Context: an optimization exercise on an open-source flow, tuned for small area and a short achievable clock period. The choices shown serve that exercise and are no tape-out recipe.
The RTL was checked by simulation tests, not by an equivalence proof against the original design.
No driver is modelled on the clock port, so clock power and skew are understated where the tree is cut down; a real chip needs a root buffer or a tree.

// top
module top (
    input clk,
    input rst_n,
    input vld_in,
    input [31:0] x,
    output reg vld_out,
    output reg [16:0] y
);
    reg [2:0] lut_q;
    reg [3:0] lut_r;
    always @(*) begin
        case (x[31:26])
            6'd0: begin lut_q = 3'd0; lut_r = 4'd15; end
            6'd1: begin lut_q = 3'd1; lut_r = 4'd0; end
            6'd2: begin lut_q = 3'd1; lut_r = 4'd1; end
            6'd3: begin lut_q = 3'd1; lut_r = 4'd2; end
            6'd4: begin lut_q = 3'd2; lut_r = 4'd11; end
            6'd5: begin lut_q = 3'd2; lut_r = 4'd12; end
            6'd6: begin lut_q = 3'd2; lut_r = 4'd13; end
            6'd7: begin lut_q = 3'd2; lut_r = 4'd14; end
            6'd8: begin lut_q = 3'd2; lut_r = 4'd15; end
            6'd9: begin lut_q = 3'd3; lut_r = 4'd0; end
            6'd10: begin lut_q = 3'd3; lut_r = 4'd1; end
            6'd11: begin lut_q = 3'd3; lut_r = 4'd2; end
            6'd12: begin lut_q = 3'd3; lut_r = 4'd3; end
            6'd13: begin lut_q = 3'd3; lut_r = 4'd4; end
            6'd14: begin lut_q = 3'd3; lut_r = 4'd5; end
            6'd15: begin lut_q = 3'd3; lut_r = 4'd6; end
            6'd16: begin lut_q = 3'd4; lut_r = 4'd7; end
            6'd17: begin lut_q = 3'd4; lut_r = 4'd8; end
            6'd18: begin lut_q = 3'd4; lut_r = 4'd9; end
            6'd19: begin lut_q = 3'd4; lut_r = 4'd10; end
            6'd20: begin lut_q = 3'd4; lut_r = 4'd11; end
            6'd21: begin lut_q = 3'd4; lut_r = 4'd12; end
            6'd22: begin lut_q = 3'd4; lut_r = 4'd13; end
            6'd23: begin lut_q = 3'd4; lut_r = 4'd14; end
            6'd24: begin lut_q = 3'd4; lut_r = 4'd15; end
            6'd25: begin lut_q = 3'd5; lut_r = 4'd0; end
            6'd26: begin lut_q = 3'd5; lut_r = 4'd1; end
            6'd27: begin lut_q = 3'd5; lut_r = 4'd2; end
            6'd28: begin lut_q = 3'd5; lut_r = 4'd3; end
            6'd29: begin lut_q = 3'd5; lut_r = 4'd4; end
            6'd30: begin lut_q = 3'd5; lut_r = 4'd5; end
            6'd31: begin lut_q = 3'd5; lut_r = 4'd6; end
            6'd32: begin lut_q = 3'd5; lut_r = 4'd7; end
            6'd33: begin lut_q = 3'd5; lut_r = 4'd8; end
            6'd34: begin lut_q = 3'd5; lut_r = 4'd9; end
  ...
export LEC_CHECK = 0
export CAP_MARGIN = 20
export CORE_MARGIN = 2
export CORE_UTILIZATION = 85
export SLEW_MARGIN = 20
create_clock -name core_clock -period 10.0 [get_ports {clk}]
standard.sh (not shown) runs the stock make flow with config.mk's settings and CLKGATE_MAP_FILE= SYNTH_SCRIPT=/design/flow/synth_recipe.tcl, a recipe that flattens the netlist after the stock synthesis.
==> flow/flow/run.sh <==
#!/bin/bash
# Standard ORFS layout with these changes:
#  - the port buffers are buf_2 cells instead of the flow's default choice
#    (a slow clkdlybuf4s50_1 delay cell);
#  - clock tree synthesis uses clkbuf_8 buffers (clkbuf_16 at the root), sink
#    clusters of up to 20 flip-flops and no
#    dummy balancing loads;
set -euo pipefail
here=$(pwd)
export BUFFER_PORTS_ARGS="-buffer_cell sky130_fd_sc_hd__buf_2"
export CTS_ARGS="-sink_clustering_enable -repair_clock_nets -sink_clustering_size 20 -sink_clustering_max_diameter 60 -buf_list sky130_fd_sc_hd__clkbuf_8 -root_buf sky130_fd_sc_hd__clkbuf_16 -dont_use_dummy_load"
export SETUP_SLACK_MARGIN=${SETUP_SLACK_MARGIN:-7.0}
bash standard.sh cts > standard_cts.log 2>&1
res=$(ls -d "$here"/orfs/results/*/top/base)
cp "$res/4_cts.odb" "$res/4_cts_with_root.odb"
RES="$res" openroad -no_init -exit "$here/flow/drop_root.tcl" > drop_root.log 2>&1
bash standard.sh > standard_flow.log 2>&1
Other scripts of this flow, unchanged in this note and not shown: flow/flow/drop_root.tcl
The first run passed the timing, DRC and antenna checks.
Change:
--- a/flow/flow/run.sh
+++ b/flow/flow/run.sh
@@ -4,4 +4,3 @@
 #    (a slow clkdlybuf4s50_1 delay cell);
-#  - clock tree synthesis uses clkbuf_8 buffers (clkbuf_16 at the root), sink
-#    clusters of up to 20 flip-flops and no
+#  - clock tree synthesis uses clkbuf_8/clkbuf_16, larger sink clusters and no
 #    dummy balancing loads;
- CORE_UTILIZATION: 85 -> 75
After rerunning: Cell count went up by a few percent; count of clock-buffer cells in the layout went up by 2.


top again, from the RTL that the note above started with.
Settings: LEC_CHECK=0, CAP_MARGIN=20, CORE_MARGIN=2, CORE_UTILIZATION=75, SLEW_MARGIN=20; clock period 10.0 ns.
==> flow/flow/run.sh <==
#!/bin/bash
# Standard ORFS layout with these changes:
#  - the port buffers are buf_2 cells instead of the flow's default choice
#    (a slow clkdlybuf4s50_1 delay cell);
#  - clock tree synthesis uses clkbuf_8/clkbuf_16, larger sink clusters and no
#    dummy balancing loads;
set -euo pipefail
here=$(pwd)
export BUFFER_PORTS_ARGS="-buffer_cell sky130_fd_sc_hd__buf_2"
export CTS_ARGS="-sink_clustering_enable -repair_clock_nets -sink_clustering_size 20 -sink_clustering_max_diameter 60 -buf_list sky130_fd_sc_hd__clkbuf_8 -root_buf sky130_fd_sc_hd__clkbuf_16 -dont_use_dummy_load"
export SETUP_SLACK_MARGIN=${SETUP_SLACK_MARGIN:-7.2}
bash standard.sh cts > standard_cts.log 2>&1
res=$(ls -d "$here"/orfs/results/*/top/base)
cp "$res/4_cts.odb" "$res/4_cts_with_root.odb"
RES="$res" openroad -no_init -exit "$here/flow/drop_root.tcl" > drop_root.log 2>&1
bash standard.sh > standard_flow.log 2>&1
==> flow/flow/drop_root.tcl <==
read_db $::env(RES)/4_cts.odb
set block [ord::get_db_block]
set db [ord::get_db]
set clk [$block findNet clk]

proc out_net {inst} {
  foreach it [$inst getITerms] {
    if {[$it isOutputSignal]} { return [$it getNet] }
  }
  return ""
}
proc sinks_of {net} {
  set s {}
  foreach it [$net getITerms] {
    if {![$it isOutputSignal]} { lappend s $it }
  }
  return $s
}

set loads [sinks_of $clk]
if {[llength $loads] != 1} { puts "root: clock port drives [llength $loads] pins; unchanged"; exit 0 }
set root [[lindex $loads 0] getInst]
set out [out_net $root]
set sinks [sinks_of $out]
if {[llength $sinks] > 4} { puts "root drives [llength $sinks] pins; unchanged"; exit 0 }
puts "removing [$root getName] ([[$root getMaster] getName]) driving [llength $sinks] pins"
foreach it $sinks {
  $it disconnect
  $it connect $clk
}
foreach it [$root getITerms] { $it disconnect }
odb::dbInst_destroy $root
odb::dbNet_destroy $out

set n 0
while {[llength [sinks_of $clk]] < 4} {
  # the buffer on the port with the most loads
  set best ""
  set bestn 0
  foreach it [sinks_of $clk] {
    set inst [$it getInst]
    set k [llength [sinks_of [out_net $inst]]]
    if {$k > $bestn} { set best $inst; set bestn $k }
  }
  if {$bestn < 4} { break }
  set onet [out_net $best]
  set pts {}
  set xs {}
  set ys {}
  foreach it [sinks_of $onet] {
    set loc [[$it getInst] getLocation]
    lappend pts [list $it [lindex $loc 0] [lindex $loc 1]]
    lappend xs [lindex $loc 0]
    lappend ys [lindex $loc 1]
  }
  set xs [lsort -integer $xs]
  set ys [lsort -integer $ys]
  set axis [expr {([lindex $xs end] - [lindex $xs 0]) >= ([lindex $ys end] - [lindex $ys 0]) ? 1 : 2}]
  set pts [lsort -integer -index $axis $pts]
  set half [expr {[llength $pts] / 2}]
  set moved [lrange $pts $half end]
  set cx 0
  set cy 0
  foreach p $moved { incr cx [lindex $p 1]; incr cy [lindex $p 2] }
  set cx [expr {$cx / [llength $moved]}]
  set cy [expr {$cy / [llength $moved]}]
  incr n
  set name "[$best getName]_split$n"
  set clone [odb::dbInst_create $block [$best getMaster] $name]
  $clone setLocation $cx $cy
  $clone setPlacementStatus PLACED
  set nnet [odb::dbNet_create $block "${name}_net"]
  $nnet setSigType CLOCK
  foreach it [$clone getITerms] {
    set mt [$it getMTerm]
    if {[$mt getSigType] eq "POWER" || [$mt getSigType] eq "GROUND"} { continue }
    if {[$it isOutputSignal]} { $it connect $nnet } else { $it connect $clk }
  }
  foreach p $moved {
    set it [lindex $p 0]
    $it disconnect
    $it connect $nnet
  }
  puts "split [$best getName]: [llength $moved] of $bestn loads to $name"
}
# put the new buffers on legal sites
detailed_placement
check_placement
write_db $::env(RES)/4_cts.odb
Next try:
--- a/flow/flow/run.sh
+++ b/flow/flow/run.sh
@@ -11 +11 @@
-export SETUP_SLACK_MARGIN=${SETUP_SLACK_MARGIN:-7.2}
+export SETUP_SLACK_MARGIN=${SETUP_SLACK_MARGIN:-7.0}
==> flow/flow/drop_root.tcl (replaced) <==
read_db $::env(RES)/4_cts.odb
set block [ord::get_db_block]
set clk [$block findNet clk]
set loads {}
foreach it [$clk getITerms] { lappend loads $it }
if {[llength $loads] != 1} { puts "root: clock port drives [llength $loads] pins; unchanged"; exit 0 }
set root [[lindex $loads 0] getInst]
set out ""
foreach it [$root getITerms] {
  if {[$it isOutputSignal]} { set out [$it getNet] }
}
set sinks {}
foreach it [$out getITerms] {
  if {![$it isOutputSignal]} { lappend sinks $it }
}
if {[llength $sinks] > 4} { puts "root drives [llength $sinks] pins; unchanged"; exit 0 }
puts "removing [$root getName] ([[$root getMaster] getName]) driving [llength $sinks] pins"
foreach it $sinks {
  $it disconnect
  $it connect $clk
}
foreach it [$root getITerms] { $it disconnect }
odb::dbInst_destroy $root
odb::dbNet_destroy $out
write_db $::env(RES)/4_cts.odb
The changed run finished clean; register-to-register slack is worse by 160 ps; maximum frequency is lower slightly; clock-buffer cell count is higher by 2; global-route usage is lower by 0.63 points.
Next try:
==> flow/run.sh (new file) <==
#!/bin/bash
# synth_recipe.tcl (not shown) runs the flow's synth.tcl, then flattens the netlist and writes it again
# the make line also repeats each setting of config.mk as NAME=value (left out here)
make -C /OpenROAD-flow-scripts/flow DESIGN_CONFIG=/design/flow/config.mk WORK_HOME=/design/flow/orfs CLKGATE_MAP_FILE= SYNTH_SCRIPT=/design/flow/synth_recipe.tcl finish
- CORE_UTILIZATION: 75 -> 60
- CTS_BUF_LIST: unset -> sky130_fd_sc_hd__clkbuf_8
- CTS_CLUSTER_DIAMETER: unset -> 50
- CTS_CLUSTER_SIZE: unset -> 16
removed: flow/flow/run.sh
removed: flow/flow/drop_root.tcl
removed: flow/standard.sh
What happened:
- The changed run produced a clean layout
- sequential share of layout area decreases by 2.5 points
- global-route usage decreases by 4.9 points
- non-clock buffer count increases by 1
- final area increases by a few percent
- count of clock-buffer cells in the layout increases by 16
- clock skew decreases by 29 ps
- final cell count increases by a few percent
- via count decreases slightly


build 61:
Another version of the RTL of top (not shown whole).
For scale: ~1,300 cells after synthesis, about 0.016 mm2 of cells after synthesis.
export LEC_CHECK = 0
export CAP_MARGIN = 20
export CORE_MARGIN = 2
export CORE_UTILIZATION = 60
export CTS_BUF_LIST = sky130_fd_sc_hd__clkbuf_8 sky130_fd_sc_hd__clkbuf_16
export CTS_CLUSTER_DIAMETER = 50
export CTS_CLUSTER_SIZE = 16
export SLEW_MARGIN = 20
create_clock -name core_clock -period 10.0 [get_ports {clk}]
==> flow/flow/run.sh <==
#!/bin/bash
# Standard ORFS layout, with the port buffers made from buf_2 cells instead of
# the flow's default choice (a slow clkdlybuf4s50_1 delay cell).
set -euo pipefail
export BUFFER_PORTS_ARGS="-buffer_cell sky130_fd_sc_hd__buf_2"
bash standard.sh > standard_flow.log 2>&1
The inputs of build 66 differ from those of build 61 as listed below.
- swapping 60 for 40 in CORE_UTILIZATION
- swapping sky130_fd_sc_hd__clkbuf_8 sky130_fd_sc_hd__clkbuf_16 for sky130_fd_sc_hd__clkbuf_8 in CTS_BUF_LIST
Findings:
- Build 66: no failed stages, no open violations at the end
- Lower final clock period utilization by the worst path was reported by build 61, not build 66.
- Maximum operating frequency ended up 10 MHz lower on build 66 than on build 61.
- Max first-iteration DRC count across build 61 and build 66: build 61
Edits applied to the flow inputs when going from build 66 to build 46:
- CORE_UTILIZATION: 40 -> 60
--- outcome ---
- Global-route usage | build 46 above build 66
- The higher first-pass detailed-route iteration total came out of build 66.
- From build 66 to build 46 the numbers moved as follows: post-placement setup slack picked up an extra 0.023 ns, setup slack picked up an extra 0.055 ns.
- Summary — count of non-filler cells in the finished layout, build 46 relative to build 66: lower, by 10%.
- Build 46 vs build 66: final clock period utilization by the worst path down in build 46


RTL: one of the versions met above, not the one the previous note started from.
Size in the first run: ~1,200 cells after synthesis, ~490 flip-flops.
clock: 10.0 ns
lec_check: 0
cap_margin: 20
core_margin: 2
core_utilization: 75
slew_margin: 20
==> flow/flow/run.sh <==
#!/bin/bash
# Standard ORFS layout with these changes:
#  - the port buffers are buf_2 cells instead of the flow's default choice
#    (a slow clkdlybuf4s50_1 delay cell);
#  - clock tree synthesis uses clkbuf_8/clkbuf_16, larger sink clusters and no
#    dummy balancing loads;
set -euo pipefail
here=$(pwd)
export BUFFER_PORTS_ARGS="-buffer_cell sky130_fd_sc_hd__buf_2"
export CTS_ARGS="-sink_clustering_enable -repair_clock_nets -sink_clustering_size 30 -sink_clustering_max_diameter 80 -buf_list {sky130_fd_sc_hd__clkbuf_8 sky130_fd_sc_hd__clkbuf_16} -root_buf sky130_fd_sc_hd__clkbuf_16 -dont_use_dummy_load"
export SETUP_SLACK_MARGIN=${SETUP_SLACK_MARGIN:-7.0}
bash standard.sh cts > standard_cts.log 2>&1
res=$(ls -d "$here"/orfs/results/*/top/base)
cp "$res/4_cts.odb" "$res/4_cts_with_root.odb"
RES="$res" openroad -no_init -exit "$here/flow/drop_root.tcl" > drop_root.log 2>&1
bash standard.sh > standard_flow.log 2>&1
==> flow/flow/drop_root.tcl <==
read_db $::env(RES)/4_cts.odb
set block [ord::get_db_block]
set clk [$block findNet clk]
set loads {}
foreach it [$clk getITerms] { lappend loads $it }
if {[llength $loads] != 1} { puts "root: clock port drives [llength $loads] pins; unchanged"; exit 0 }
set root [[lindex $loads 0] getInst]
set out ""
foreach it [$root getITerms] {
  if {[$it isOutputSignal]} { set out [$it getNet] }
}
set sinks {}
foreach it [$out getITerms] {
  if {![$it isOutputSignal]} { lappend sinks $it }
}
if {[llength $sinks] > 4} { puts "root drives [llength $sinks] pins; unchanged"; exit 0 }
puts "removing [$root getName] ([[$root getMaster] getName]) driving [llength $sinks] pins"
foreach it $sinks {
  $it disconnect
  $it connect $clk
}
foreach it [$root getITerms] { $it disconnect }
odb::dbInst_destroy $root
odb::dbNet_destroy $out
write_db $::env(RES)/4_cts.odb
The first run finished with timing, DRC and antenna clean.
Change:
--- a/flow/flow/run.sh
+++ b/flow/flow/run.sh
@@ -10 +10 @@
-export CTS_ARGS="-sink_clustering_enable -repair_clock_nets -sink_clustering_size 30 -sink_clustering_max_diameter 80 -buf_list {sky130_fd_sc_hd__clkbuf_8 sky130_fd_sc_hd__clkbuf_16} -root_buf sky130_fd_sc_hd__clkbuf_16 -dont_use_dummy_load"
+export CTS_ARGS="-sink_clustering_enable -repair_clock_nets -sink_clustering_size 25 -sink_clustering_max_diameter 70 -buf_list {sky130_fd_sc_hd__clkbuf_8 sky130_fd_sc_hd__clkbuf_16} -root_buf sky130_fd_sc_hd__clkbuf_16 -dont_use_dummy_load"
Synthesized area stays the same.
Final area came out higher by about 0.46%.
Fmax is about the same.
Via count stays flat.
Change:
--- a/flow/flow/run.sh
+++ b/flow/flow/run.sh
@@ -10 +10 @@
-export CTS_ARGS="-sink_clustering_enable -repair_clock_nets -sink_clustering_size 25 -sink_clustering_max_diameter 70 -buf_list {sky130_fd_sc_hd__clkbuf_8 sky130_fd_sc_hd__clkbuf_16} -root_buf sky130_fd_sc_hd__clkbuf_16 -dont_use_dummy_load"
+export CTS_ARGS="-sink_clustering_enable -repair_clock_nets -sink_clustering_size 30 -sink_clustering_max_diameter 80 -buf_list {sky130_fd_sc_hd__clkbuf_8 sky130_fd_sc_hd__clkbuf_16} -root_buf sky130_fd_sc_hd__clkbuf_16 -dont_use_dummy_load"
--- a/flow/config.mk
+++ b/flow/config.mk
@@ -10 +10 @@
-export CORE_UTILIZATION = 75
+export CORE_UTILIZATION = 60
Outcome: Utilization shrinks by 17 points; synthesized area does not change; worst setup slack got worse by 0.011 ns; final area stays flat; sequential share of layout area barely changes.
Change:
--- a/flow/flow/run.sh
+++ b/flow/flow/run.sh
@@ -10 +10 @@
-export CTS_ARGS="-sink_clustering_enable -repair_clock_nets -sink_clustering_size 30 -sink_clustering_max_diameter 80 -buf_list {sky130_fd_sc_hd__clkbuf_8 sky130_fd_sc_hd__clkbuf_16} -root_buf sky130_fd_sc_hd__clkbuf_16 -dont_use_dummy_load"
+export CTS_ARGS="-sink_clustering_enable -repair_clock_nets -sink_clustering_size 20 -sink_clustering_max_diameter 60 -buf_list {sky130_fd_sc_hd__clkbuf_8 sky130_fd_sc_hd__clkbuf_16} -root_buf sky130_fd_sc_hd__clkbuf_16 -dont_use_dummy_load"
After rerunning:
- worst hold slack barely changes
- clock-buffer cell count goes up by 15
- final cell count goes up by 0.95%
- sequential cell count stays the same
- die area is unchanged
- design area goes up by 2.2%
- critical path depth does not change
- area after synthesis does not change
- synthesized cell count stays the same
- maximum frequency goes up by 1.6%

afterwards: timing with drivers on the ports:
The results above use ideal ports. As a check the final layouts listed here were re-extracted and re-timed, cells and wires unchanged.
Step 1 assumes that a clkbuf_16 drives the clock port and a buf_2 every other input.
Step 2 also shifts input and output timing later by t, the mid clock arrival at the registers, as if the neighbouring blocks saw the same clock.
a / b / c = no drivers / after step 1 / after step 2; a / b = the first two.
run	shift t [ns]	slack for setup (ns)	worst register clock-pin slew, ns
the first run of note 1	0.409	7.146 / 7.058 / 6.899	0.12 / 0.12
the second run of note 1	0.396	7.158 / 7.073 / 7.015	0.11 / 0.11
the first run of note 2	0.400	7.155 / 7.074 / 7.052	0.11 / 0.11
the second run of note 2	0.432	7.105 / 7.045 / 7.014	0.11 / 0.11
the third run of note 2	0.572	6.596 / 6.555 / 6.575	0.09 / 0.09
build 61	0.569	6.984 / 6.933 / 6.494	0.07 / 0.07
build 66	0.643	6.890 / 6.840 / 6.489	0.09 / 0.09
build 46	0.596	6.944 / 6.898 / 6.492	0.10 / 0.10
the first run of note 4	0.432	7.094 / 7.033 / 7.000	0.11 / 0.11
the second run of note 4	0.445	7.097 / 7.038 / 7.011	0.09 / 0.09
the third run of note 4	0.447	7.086 / 7.026 / 6.993	0.11 / 0.11
the fourth run of note 4	0.419	7.131 / 7.041 / 6.981	0.07 / 0.07
After both steps setup and hold are still met in every run listed. For build 61, which loses most, drivers alone change the setup slack by -0.051 ns; drivers and shift together by -0.490 ns.
